What follows belongs to an exercise in optimizing a design on an open flow for small area, a short achievable clock period and few clock cycles per item; a production flow would make more cautious choices.
In this exercise RTL edits were held to simulation tests only and were not proved equivalent to the original.
Power figures rest on the tool's default switching activity, not on a simulated workload.

File: flow/design.v
`default_nettype none `timescale 1ns / 1ns
module shift_add_multiplier #(
    parameter integer WIDTH = 16
) (
    input wire clk,
    input wire reset_n,
    input wire tvalid_slave_1,
    input signed [WIDTH-1:0] tdata_slave_1,
    output wire tready_slave_1,
    input wire tvalid_slave_2,
    input signed [WIDTH-1:0] tdata_slave_2,
    output wire tready_slave_2,
    output reg tvalid_master,
    output reg signed [WIDTH-1:0] tdata_master,
    input wire tready_master
);
  reg held_1;
  reg held_2;
  reg [WIDTH-1:0] factor_a;
  reg [WIDTH-1:0] factor_b;
  wire [WIDTH-1:0] product;
  wire advance = held_1 & held_2 & (~tvalid_master | tready_master);
  wire input_transaction_1 = tvalid_slave_1 & tready_slave_1;
  wire input_transaction_2 = tvalid_slave_2 & tready_slave_2;
  assign tready_slave_1 = ~held_1 | advance;
  assign tready_slave_2 = ~held_2 | advance;
  always @(posedge clk) begin
    if (input_transaction_1) factor_a <= tdata_slave_1;
    if (input_transaction_2) factor_b <= tdata_slave_2;
    if (advance) tdata_master <= product;
    if (!reset_n) begin
      held_1 <= 1'b0;
      held_2 <= 1'b0;
      tvalid_master <= 1'b0;
    end else begin
      held_1 <= input_transaction_1 | (held_1 & ~advance);
      held_2 <= input_transaction_2 | (held_2 & ~advance);
      tvalid_master <= advance | (tvalid_master & ~tready_master);
    end
  end
  wire [15:0] a = factor_a;
  wire [15:0] b = factor_b;
  wire one1 = b[0];
  wire two2 = b[1] & ~b[0];
  wire pp3 = one1 & a[0];
  wire pc4 = b[1] & ~pp3;
  wire pp5 = ((one1 & a[1]) | (two2 & a[0])) ^ b[1];
  wire pp6 = ((one1 & a[2]) | (two2 & a[1])) ^ b[1];
  wire pp7 = ((one1 & a[3]) | (two2 & a[2])) ^ b[1];
  wire pp8 = ((one1 & a[4]) | (two2 & a[3])) ^ b[1];
  wire pp9 = ((one1 & a[5]) | (two2 & a[4])) ^ b[1];
  wire pp10 = ((one1 & a[6]) | (two2 & a[5])) ^ b[1];
  wire pp11 = ((one1 & a[7]) | (two2 & a[6])) ^ b[1];
  wire pp12 = ((one1 & a[8]) | (two2 & a[7])) ^ b[1];
  wire pp13 = ((one1 & a[9]) | (two2 & a[8])) ^ b[1];
  wire pp14 = ((one1 & a[10]) | (two2 & a[9])) ^ b[1];
  wire pp15 = ((one1 & a[11]) | (two2 & a[10])) ^ b[1];
  wire pp16 = ((one1 & a[12]) | (two2 & a[11])) ^ b[1];
  wire pp17 = ((one1 & a[13]) | (two2 & a[12])) ^ b[1];
  wire pp18 = ((one1 & a[14]) | (two2 & a[13])) ^ b[1];
  wire pp19 = ((one1 & a[15]) | (two2 & a[14])) ^ b[1];
  wire one20 = b[2] ^ b[1];
  wire two21 = (b[3] & ~b[2] & ~b[1]) | (~b[3] & b[2] & b[1]);
  wire pp22 = one20 & a[0];
  wire pc23 = b[3] & ~pp22;
  wire pp24 = ((one20 & a[1]) | (two21 & a[0])) ^ b[3];
  wire pp25 = ((one20 & a[2]) | (two21 & a[1])) ^ b[3];
  wire pp26 = ((one20 & a[3]) | (two21 & a[2])) ^ b[3];
  wire pp27 = ((one20 & a[4]) | (two21 & a[3])) ^ b[3];
  wire pp28 = ((one20 & a[5]) | (two21 & a[4])) ^ b[3];
  wire pp29 = ((one20 & a[6]) | (two21 & a[5])) ^ b[3];
  wire pp30 = ((one20 & a[7]) | (two21 & a[6])) ^ b[3];
  wire pp31 = ((one20 & a[8]) | (two21 & a[7])) ^ b[3];
  wire pp32 = ((one20 & a[9]) | (two21 & a[8])) ^ b[3];
  wire pp33 = ((one20 & a[10]) | (two21 & a[9])) ^ b[3];
  wire pp34 = ((one20 & a[11]) | (two21 & a[10])) ^ b[3];
  wire pp35 = ((one20 & a[12]) | (two21 & a[11])) ^ b[3];
  wire pp36 = ((one20 & a[13]) | (two21 & a[12])) ^ b[3];
  wire one37 = b[4] ^ b[3];
  wire two38 = (b[5] & ~b[4] & ~b[3]) | (~b[5] & b[4] & b[3]);
  wire pp39 = one37 & a[0];
  wire pc40 = b[5] & ~pp39;
  wire pp41 = ((one37 & a[1]) | (two38 & a[0])) ^ b[5];
  wire pp42 = ((one37 & a[2]) | (two38 & a[1])) ^ b[5];
  wire pp43 = ((one37 & a[3]) | (two38 & a[2])) ^ b[5];
  wire pp44 = ((one37 & a[4]) | (two38 & a[3])) ^ b[5];
  wire pp45 = ((one37 & a[5]) | (two38 & a[4])) ^ b[5];
  wire pp46 = ((one37 & a[6]) | (two38 & a[5])) ^ b[5];
  wire pp47 = ((one37 & a[7]) | (two38 & a[6])) ^ b[5];
  wire pp48 = ((one37 & a[8]) | (two38 & a[7])) ^ b[5];
  wire pp49 = ((one37 & a[9]) | (two38 & a[8])) ^ b[5];
  wire pp50 = ((one37 & a[10]) | (two38 & a[9])) ^ b[5];
  wire pp51 = ((one37 & a[11]) | (two38 & a[10])) ^ b[5];
  wire one52 = b[6] ^ b[5];
  wire two53 = (b[7] & ~b[6] & ~b[5]) | (~b[7] & b[6] & b[5]);
  wire pp54 = one52 & a[0];
  wire pc55 = b[7] & ~pp54;
  wire pp56 = ((one52 & a[1]) | (two53 & a[0])) ^ b[7];
  wire pp57 = ((one52 & a[2]) | (two53 & a[1])) ^ b[7];
  wire pp58 = ((one52 & a[3]) | (two53 & a[2])) ^ b[7];
  wire pp59 = ((one52 & a[4]) | (two53 & a[3])) ^ b[7];
  wire pp60 = ((one52 & a[5]) | (two53 & a[4])) ^ b[7];
  wire pp61 = ((one52 & a[6]) | (two53 & a[5])) ^ b[7];
  wire pp62 = ((one52 & a[7]) | (two53 & a[6])) ^ b[7];
  wire pp63 = ((one52 & a[8]) | (two53 & a[7])) ^ b[7];
  wire pp64 = ((one52 & a[9]) | (two53 & a[8])) ^ b[7];
  wire one65 = b[8] ^ b[7];
  wire two66 = (b[9] & ~b[8] & ~b[7]) | (~b[9] & b[8] & b[7]);
  wire pp67 = one65 & a[0];
  wire pc68 = b[9] & ~pp67;
  wire pp69 = ((one65 & a[1]) | (two66 & a[0])) ^ b[9];
  wire pp70 = ((one65 & a[2]) | (two66 & a[1])) ^ b[9];
  wire pp71 = ((one65 & a[3]) | (two66 & a[2])) ^ b[9];
  wire pp72 = ((one65 & a[4]) | (two66 & a[3])) ^ b[9];
  wire pp73 = ((one65 & a[5]) | (two66 & a[4])) ^ b[9];
  wire pp74 = ((one65 & a[6]) | (two66 & a[5])) ^ b[9];
  wire pp75 = ((one65 & a[7]) | (two66 & a[6])) ^ b[9];
  wire one76 = b[10] ^ b[9];
  wire two77 = (b[11] & ~b[10] & ~b[9]) | (~b[11] & b[10] & b[9]);
  wire pp78 = one76 & a[0];
  wire pc79 = b[11] & ~pp78;
  wire pp80 = ((one76 & a[1]) | (two77 & a[0])) ^ b[11];
  wire pp81 = ((one76 & a[2]) | (two77 & a[1])) ^ b[11];
  wire pp82 = ((one76 & a[3]) | (two77 & a[2])) ^ b[11];
  wire pp83 = ((one76 & a[4]) | (two77 & a[3])) ^ b[11];
  wire pp84 = ((one76 & a[5]) | (two77 & a[4])) ^ b[11];
  wire one85 = b[12] ^ b[11];
  wire two86 = (b[13] & ~b[12] & ~b[11]) | (~b[13] & b[12] & b[11]);
  wire pp87 = one85 & a[0];
  wire pc88 = b[13] & ~pp87;
  wire pp89 = ((one85 & a[1]) | (two86 & a[0])) ^ b[13];
  wire pp90 = ((one85 & a[2]) | (two86 & a[1])) ^ b[13];
  wire pp91 = ((one85 & a[3]) | (two86 & a[2])) ^ b[13];
  wire one92 = b[14] ^ b[13];
  wire two93 = (b[15] & ~b[14] & ~b[13]) | (~b[15] & b[14] & b[13]);
  wire pp94 = one92 & a[0];
  wire pc95 = b[15] & ~pp94;
  wire pp96 = ((one92 & a[1]) | (two93 & a[0])) ^ b[15];
  wire s97 = pp15 ^ pp32;
  wire c98 = pp15 & pp32;
  wire s99 = pp16 ^ pp33 ^ pp48;
  wire c100 = (pp16 & pp33) | (pp16 & pp48) | (pp33 & pp48);
  wire s101 = pp17 ^ pp34 ^ pp49;
  wire c102 = (pp17 & pp34) | (pp17 & pp49) | (pp34 & pp49);
  wire s103 = pp62 ^ pp73;
  wire c104 = pp62 & pp73;
  wire s105 = pp18 ^ pp35 ^ pp50;
  wire c106 = (pp18 & pp35) | (pp18 & pp50) | (pp35 & pp50);
  wire s107 = pp63 ^ pp74 ^ pp83;
  wire c108 = (pp63 & pp74) | (pp63 & pp83) | (pp74 & pp83);
  wire s109 = pp11 ^ pp28;
  wire c110 = pp11 & pp28;
  wire s111 = pp12 ^ pp29 ^ pp44;
  wire c112 = (pp12 & pp29) | (pp12 & pp44) | (pp29 & pp44);
  wire s113 = pp13 ^ pp30 ^ pp45;
  wire c114 = (pp13 & pp30) | (pp13 & pp45) | (pp30 & pp45);
  wire s115 = pp58 ^ pc68;
  wire c116 = pp58 & pc68;
  wire s117 = pp14 ^ pp31 ^ pp46;
  wire c118 = (pp14 & pp31) | (pp14 & pp46) | (pp31 & pp46);
  wire s119 = pp59 ^ pp70 ^ pp78;
  wire c120 = (pp59 & pp70) | (pp59 & pp78) | (pp70 & pp78);
  wire s121 = pp47 ^ pp60 ^ pp71;
  wire c122 = (pp47 & pp60) | (pp47 & pp71) | (pp60 & pp71);
  wire s123 = pc79 ^ pp80 ^ s97;
  wire c124 = (pc79 & pp80) | (pc79 & s97) | (pp80 & s97);
  wire s125 = pp61 ^ pp72 ^ pp81;
  wire c126 = (pp61 & pp72) | (pp61 & pp81) | (pp72 & pp81);
  wire s127 = pp87 ^ s99 ^ c98;
  wire c128 = (pp87 & s99) | (pp87 & c98) | (s99 & c98);
  wire s129 = pp82 ^ pc88 ^ pp89;
  wire c130 = (pp82 & pc88) | (pp82 & pp89) | (pc88 & pp89);
  wire s131 = s101 ^ s103 ^ c100;
  wire c132 = (s101 & s103) | (s101 & c100) | (s103 & c100);
  wire s133 = pp90 ^ pp94 ^ s105;
  wire c134 = (pp90 & pp94) | (pp90 & s105) | (pp94 & s105);
  wire s135 = s107 ^ c102 ^ c104;
  wire c136 = (s107 & c102) | (s107 & c104) | (c102 & c104);
  wire s137 = pp9 ^ pp26;
  wire c138 = pp9 & pp26;
  wire s139 = pp10 ^ pp27 ^ pp42;
  wire c140 = (pp10 & pp27) | (pp10 & pp42) | (pp27 & pp42);
  wire s141 = pp43 ^ pc55 ^ pp56;
  wire c142 = (pp43 & pc55) | (pp43 & pp56) | (pc55 & pp56);
  wire s143 = pp57 ^ pp67 ^ s111;
  wire c144 = (pp57 & pp67) | (pp57 & s111) | (pp67 & s111);
  wire s145 = pp69 ^ s113 ^ s115;
  wire c146 = (pp69 & s113) | (pp69 & s115) | (s113 & s115);
  wire s147 = s117 ^ s119 ^ c114;
  wire c148 = (s117 & s119) | (s117 & c114) | (s119 & c114);
  wire s149 = s121 ^ s123 ^ c118;
  wire c150 = (s121 & s123) | (s121 & c118) | (s123 & c118);
  wire s151 = s125 ^ s127 ^ c122;
  wire c152 = (s125 & s127) | (s125 & c122) | (s127 & c122);
  wire s153 = s129 ^ s131 ^ c126;
  wire c154 = (s129 & s131) | (s129 & c126) | (s131 & c126);
  wire s155 = s133 ^ s135 ^ c130;
  wire c156 = (s133 & s135) | (s133 & c130) | (s135 & c130);
  wire s157 = pp7 ^ pc23;
  wire c158 = pp7 & pc23;
  wire s159 = pp8 ^ pp25 ^ pp39;
  wire c160 = (pp8 & pp25) | (pp8 & pp39) | (pp25 & pp39);
  wire s161 = pc40 ^ pp41 ^ s137;
  wire c162 = (pc40 & pp41) | (pc40 & s137) | (pp41 & s137);
  wire s163 = pp54 ^ s139 ^ c138;
  wire c164 = (pp54 & s139) | (pp54 & c138) | (s139 & c138);
  wire s165 = s109 ^ s141 ^ c140;
  wire c166 = (s109 & s141) | (s109 & c140) | (s141 & c140);
  wire s167 = c110 ^ s143 ^ c142;
  wire c168 = (c110 & s143) | (c110 & c142) | (s143 & c142);
  wire s169 = c112 ^ s145 ^ c144;
  wire c170 = (c112 & s145) | (c112 & c144) | (s145 & c144);
  wire s171 = c116 ^ s147 ^ c146;
  wire c172 = (c116 & s147) | (c116 & c146) | (s147 & c146);
  wire s173 = c120 ^ s149 ^ c148;
  wire c174 = (c120 & s149) | (c120 & c148) | (s149 & c148);
  wire s175 = c124 ^ s151 ^ c150;
  wire c176 = (c124 & s151) | (c124 & c150) | (s151 & c150);
  wire s177 = c128 ^ s153 ^ c152;
  wire c178 = (c128 & s153) | (c128 & c152) | (s153 & c152);
  wire s179 = c132 ^ s155 ^ c154;
  wire c180 = (c132 & s155) | (c132 & c154) | (s155 & c154);
  wire g181 = pc4 & pp5;
  wire p182 = pc4 ^ pp5;
  wire g183 = pp6 & pp22;
  wire p184 = pp6 ^ pp22;
  wire g185 = pp24 & s157;
  wire p186 = pp24 ^ s157;
  wire g187 = s159 & c158;
  wire p188 = s159 ^ c158;
  wire g189 = s161 & c160;
  wire p190 = s161 ^ c160;
  wire g191 = s163 & c162;
  wire p192 = s163 ^ c162;
  wire g193 = s165 & c164;
  wire p194 = s165 ^ c164;
  wire g195 = s167 & c166;
  wire p196 = s167 ^ c166;
  wire g197 = s169 & c168;
  wire p198 = s169 ^ c168;
  wire g199 = s171 & c170;
  wire p200 = s171 ^ c170;
  wire g201 = s173 & c172;
  wire p202 = s173 ^ c172;
  wire g203 = s175 & c174;
  wire p204 = s175 ^ c174;
  wire g205 = s177 & c176;
  wire p206 = s177 ^ c176;
  wire g207 = s179 & c178;
  wire p208 = s179 ^ c178;
  wire G209 = g181 | (p182 & 1'b0);
  wire P210 = p182 & pp3;
  wire G211 = g185 | (p186 & g183);
  wire P212 = p186 & p184;
  wire G213 = g189 | (p190 & g187);
  wire P214 = p190 & p188;
  wire G215 = g193 | (p194 & g191);
  wire P216 = p194 & p192;
  wire G217 = g197 | (p198 & g195);
  wire P218 = p198 & p196;
  wire G219 = g201 | (p202 & g199);
  wire P220 = p202 & p200;
  wire G221 = g205 | (p206 & g203);
  wire P222 = p206 & p204;
  wire G223 = g183 | (p184 & G209);
  wire P224 = p184 & P210;
  wire G225 = G211 | (P212 & G209);
  wire P226 = P212 & P210;
  wire G227 = g191 | (p192 & G213);
  wire P228 = p192 & P214;
  wire G229 = G215 | (P216 & G213);
  wire P230 = P216 & P214;
  wire G231 = g199 | (p200 & G217);
  wire P232 = p200 & P218;
  wire G233 = G219 | (P220 & G217);
  wire P234 = P220 & P218;
  wire G235 = g207 | (p208 & G221);
  wire P236 = p208 & P222;
  wire G237 = g187 | (p188 & G225);
  wire P238 = p188 & P226;
  wire G239 = G213 | (P214 & G225);
  wire P240 = P214 & P226;
  wire G241 = G227 | (P228 & G225);
  wire P242 = P228 & P226;
  wire G243 = G229 | (P230 & G225);
  wire P244 = P230 & P226;
  wire G245 = g203 | (p204 & G233);
  wire P246 = p204 & P234;
  wire G247 = G221 | (P222 & G233);
  wire P248 = P222 & P234;
  wire G249 = G235 | (P236 & G233);
  wire P250 = P236 & P234;
  wire G251 = g195 | (p196 & G243);
  wire P252 = p196 & P244;
  wire G253 = G217 | (P218 & G243);
  wire P254 = P218 & P244;
  wire G255 = G231 | (P232 & G243);
  wire P256 = P232 & P244;
  wire G257 = G233 | (P234 & G243);
  wire P258 = P234 & P244;
  wire G259 = G245 | (P246 & G243);
  wire P260 = P246 & P244;
  wire G261 = G247 | (P248 & G243);
  wire P262 = P248 & P244;
  wire G263 = G249 | (P250 & G243);
  wire P264 = P250 & P244;
  wire r265 = p184 ^ G209;
  wire r266 = p186 ^ G223;
  wire r267 = p188 ^ G225;
  wire r268 = p190 ^ G237;
  wire r269 = p192 ^ G239;
  wire r270 = p194 ^ G241;
  wire r271 = p196 ^ G243;
  wire r272 = p198 ^ G251;
  wire r273 = p200 ^ G253;
  wire r274 = p202 ^ G255;
  wire r275 = p204 ^ G257;
  wire r276 = p206 ^ G259;
  wire r277 = p208 ^ G261;
  wire r278 = pp19 ^ pp36 ^ pp51 ^ pp64 ^ pp75 ^ pp84 ^ pp91 ^ pc95 ^ pp96 ^ c106 ^ c108 ^ c134 ^ c136 ^ c156 ^ c180 ^ G263;
  assign product = {r278, r277, r276, r275, r274, r273, r272, r271, r270, r269, r268, r267, r266, r265, p182, pp3};
endmodule
File: flow/run.sh
#!/bin/bash
# synth_recipe.tcl (not shown) runs the flow's synth.tcl, then flattens the netlist and writes it again
# the make line also repeats each setting of config.mk as NAME=value (left out here)
make -C /OpenROAD-flow-scripts/flow DESIGN_CONFIG=/design/flow/config.mk WORK_HOME=/design/flow/orfs CLKGATE_MAP_FILE= SYNTH_SCRIPT=/design/flow/synth_recipe.tcl finish
File: flow/config.mk
export PLATFORM = sky130hd
export DESIGN_NAME = shift_add_multiplier
export DESIGN_NICKNAME = shift_add_multiplier
export VERILOG_FILES = /design/flow/design.v
export SDC_FILE = /design/flow/constraint.sdc
export NUM_CORES = 4
export LEC_CHECK = 0
export CAP_MARGIN = 20
export CORE_MARGIN = 2
export CORE_UTILIZATION = 40
export SLEW_MARGIN = 20
File: flow/constraint.sdc
create_clock -name core_clock -period 5.0 [get_ports {clk}]
set_input_delay 1.0000 -clock core_clock [delete_from_list [all_inputs] [get_ports {clk}]]
set_output_delay 1.0000 -clock core_clock [all_outputs]
set_load 0.01 [all_outputs]
==> run notes <==
syn nets 712; Final HPWL DP 11,600 um; EDFF count, synth 48; Synth Flop Type edfxtp_1; fmax 208 MHz; total grt overflow 0; Syn Area/Cell 8.85 um2; vias per cell 5.54; total track usage 21.5%; CP max FO 9; Max Cap Viol 0; Synth cell types 50; Die Width 121 um; Worst Skew 5.92 ps; sequential fraction of the synthesis area 27.5%; antenna viol nets, final 0; fin util 50.2%; num ports 56; flop-to-flop setup slack 200 ps; Sink Count 51; Routed WL per cell 17.5 um; worst hold path type flip-flop to flip-flop; CTS buffer count 5; Leak Pwr 2.62 nW; CTS Buffer Depth 2; final layout net count 779; Clock H-tree levels 2; cell count after placement 844; Fill cells 1,292; setup TNS 0 ps; residual DRC count 0; area occupied by multi-input gates 3590 um2; DRT Pass-1 Iters 5; Core Footprint 13,300 um2; DIE AREA 14,600 um2; std cell rows 42; crit start category flip-flop; RSZ-0062 raised after global routing yes; #FFs+latches synth 51; Hold Vio Cnt, Final 0; CTS Root Cell clkbuf_16; die height 121 um; status timing/DRC/antenna clean; FF+latch area 1500 um2; Routed Wire Length 15,000 um; clock transition at the registers of the reported paths 70 ps; Critical Path RT 5050 ps; vias in the first global route 4,623; RePlAce Congestion 0.890; DR iter-0 viols 349; # diodes 0; min cycle time layout 4800 ps; area grow syn2layout 22.3%; pwr dens 465 nW/um2; clk latency of the worst-skew pair 310 ps; hold_buf cts 0; Synth Instances 616; Setup Crit Path Kind flip-flop to flip-flop; first-pass GRT wire length 24,300 um; routed vias 4,764; worst endpoint data arrival time 4850 ps; initial antenna violation count 0; Port-buffer cells 55; worst IR drop on VDD 0.364 mV; Cell Area, Synth 5450 um2; count of final setup violators 0; ys async rst share 0%; Starting Density 41.0%; Final Cycle Share 96.0%; crit end category flip-flop; yosys warns 1; Worst-Margin Slew 833 ps; Max-Slew Margin vs Limit 44.5%; Slew Viols, Final 0; Final Non-Filler Cells 860; share of cells above drive strength 1 12.6%; largest net degree at the start of global routing 25; CTS tree built
[cell type report]
class,instances,area share (%)
well taps,176,3.30
flip-flops and latches,51,22.5
repair buffers,117,15.2
inverters,44,2.48
multi-input cells,464,53.8
clock buffers,6,2.08
clock inverters,2,0.582
[worst paths after layout]
check	from	to	cells past startpoint
max reg2reg	factor_b[9]	tdata_master[15]	16
min reg2reg	tvalid_master	tvalid_master	2
max	factor_b[9]	tdata_master[15]	16
min	tvalid_master	tvalid_master	2
[cells by family (layout without fill, tap and decap cells)]
logic type / after synthesis / after routing / synth area share [%]
xor gates and xnor gates: 49 / 49 / 8.51
and+or+nand+nor: 144 / 144 / 12.6
DFF: 51 / 51 / 27.5
adders and majority gates: 63 / 63 / 19.6
AOI/OAI and AO/OA: 207 / 207 / 24.1
muxes: 1 / 1 / 0.184
buffers and inverters: 101 / 169 / 7.39
[metal layers]
layer | routed length (um) | share of wire [%] | GRT usage, % | vias up
met4 | 276 | 1.8 | 5.89 | 0
li1 | - | - | - | 2313
met5 | 0 | 0 | 0 | -
met1 | 6810 | 45 | 29.7 | 2290
met2 | 7190 | 48 | 35.1 | 142
met3 | 759 | 5.0 | 3.30 | 19
[layout by cell type (no fill, tap or decap), drive strengths merged, types with 2 or more instances in the layout]
cell / netlist / routed
nand2b: 6 / 6
nand2: 40 / 40
dfxtp: 3 / 3
edfxtp: 48 / 48
inv: 44 / 45
nor3b: 9 / 9
a22oi: 28 / 28
o21ai: 46 / 46
a32oi: 3 / 3
and2: 16 / 16
clkdlybuf4s50: 0 / 55
maj3: 4 / 4
fa: 39 / 39
clkbuf: 33 / 6
xor2: 23 / 23
xnor3: 2 / 2
a221oi: 11 / 11
nand3: 7 / 7
a31oi: 2 / 2
a21boi: 2 / 2
a211oi: 19 / 19
nor3: 2 / 2
and3: 3 / 3
o22ai: 16 / 16
o211ai: 2 / 2
o21a: 3 / 3
nor2: 52 / 52
ha: 20 / 20
a21o: 3 / 3
o221ai: 5 / 5
a21oi: 61 / 61
buf: 24 / 62
xnor2: 24 / 24
nor2b: 8 / 8
[synth_stat cells (2+ instances only)]
library cell / n / area, um2
nor3b_1: 9 / 67.6
clkbuf_1: 33 / 124
a221oi_1: 9 / 78.8
maj3_1: 4 / 40.0
a211oi_1: 19 / 143
nand2_1: 40 / 150
o21ai_0: 41 / 205
a32oi_1: 3 / 26.3
o22ai_1: 16 / 100
a21oi_1: 61 / 305
nand2b_1: 5 / 31.3
nor3_1: 2 / 10.0
fa_1: 39 / 781
buf_2: 10 / 50.1
nor2b_1: 7 / 43.8
ha_1: 20 / 250
edfxtp_1: 48 / 1440
o221ai_1: 5 / 43.8
o21ai_1: 5 / 25.0
nand3_1: 7 / 35.0
inv_1: 43 / 161
o211ai_1: 2 / 15.0
and2_1: 16 / 100
a21boi_0: 2 / 15.0
xnor3_1: 2 / 45.0
nor2_1: 51 / 191
a221oi_2: 2 / 30.0
buf_4: 3 / 22.5
dfxtp_1: 3 / 60.1
a21o_1: 3 / 22.5
and3_1: 3 / 18.8
a22oi_1: 28 / 210
xnor2_1: 23 / 201
xor2_1: 23 / 201
o21a_1: 3 / 22.5
buf_1: 11 / 41.3
a31oi_1: 2 / 12.5
[report_power, final]
group | internal [W] | switching [W] | total, W
clock | 0.000252 | 0.000174 | 0.000426
combinational | 0.000983 | 0.00103 | 0.00201
sequential | 0.000627 | 0.0000303 | 0.000657
[flip-flops by register name, summed over array words and instances (netlist names)]
signal,count
factor_a,16
held_1,1
held_2,1
tvalid_master,1
tdata_master,16
factor_b,16
[per-stage QoR]
stage	power (W)	setup WS, ps	hold slack (ps)	cell area [um2]
floorplan	0.00203	78.1	470	5460
global placement	0.00250	50.8	477	6390
detailed placement	0.00255	-23.9	515	6390
CTS	0.00300	22.8	526	6600
global route	0.00337	-30.0	544	6670
finish	0.00310	200	533	6670
[critical path, cell delays in order (launching register included)]
cell and delay (ps):
edfxtp_1 460, buf_4 200, buf_4 160, and2_1 170, a22oi_1 130, o21ai_0 150
fa_1 510, fa_1 590, fa_1 450, fa_1 440, xor2_2 170, xnor2_2 200
xnor2_2 140, xnor2_1 140, xnor3_2 300, xnor2_2 180, xor2_1 150
[what timing repair did]
item                                    CTS  global route
resized for setup                         1             8
endpoints found under the setup margin    2             3
buffers inserted                          4             4
pin swaps                                 0             1
Testbench counts, summed over its fixed seeds: cycles 1,216, items 1,200.

static timing again, ports no longer ideal:
In the flow no input, the clock included, has a driving cell. The finished layout below was timed again as built, in two steps.
Step 1: set_driving_cell puts a clkbuf_16 on clk and a buf_2 on each other input, an assumption about the parent block.
Step 2 adds t to the input delays and takes it off the output delays; t is the mean of the earliest and latest rising clock arrival at the registers after step 1. Input paths then give back, and output paths get back, about the clock's delay inside the block.
Three values: ideal, step 1, step 2; two values: the first two.
shift t [ns]: 0.346
slack for setup (ns): 0.200 / 0.200 / 0.200
hold slack, ns: 0.533 / 0.533 / 0.533
slew at the worst register clock pin (ns): 0.07 / 0.07
worst slew at a driven data input, ns: 0.04
After both steps setup and hold are still met in this run. For this run, drivers alone change the setup slack by 0.000 ns; drivers and shift together by 0.000 ns.
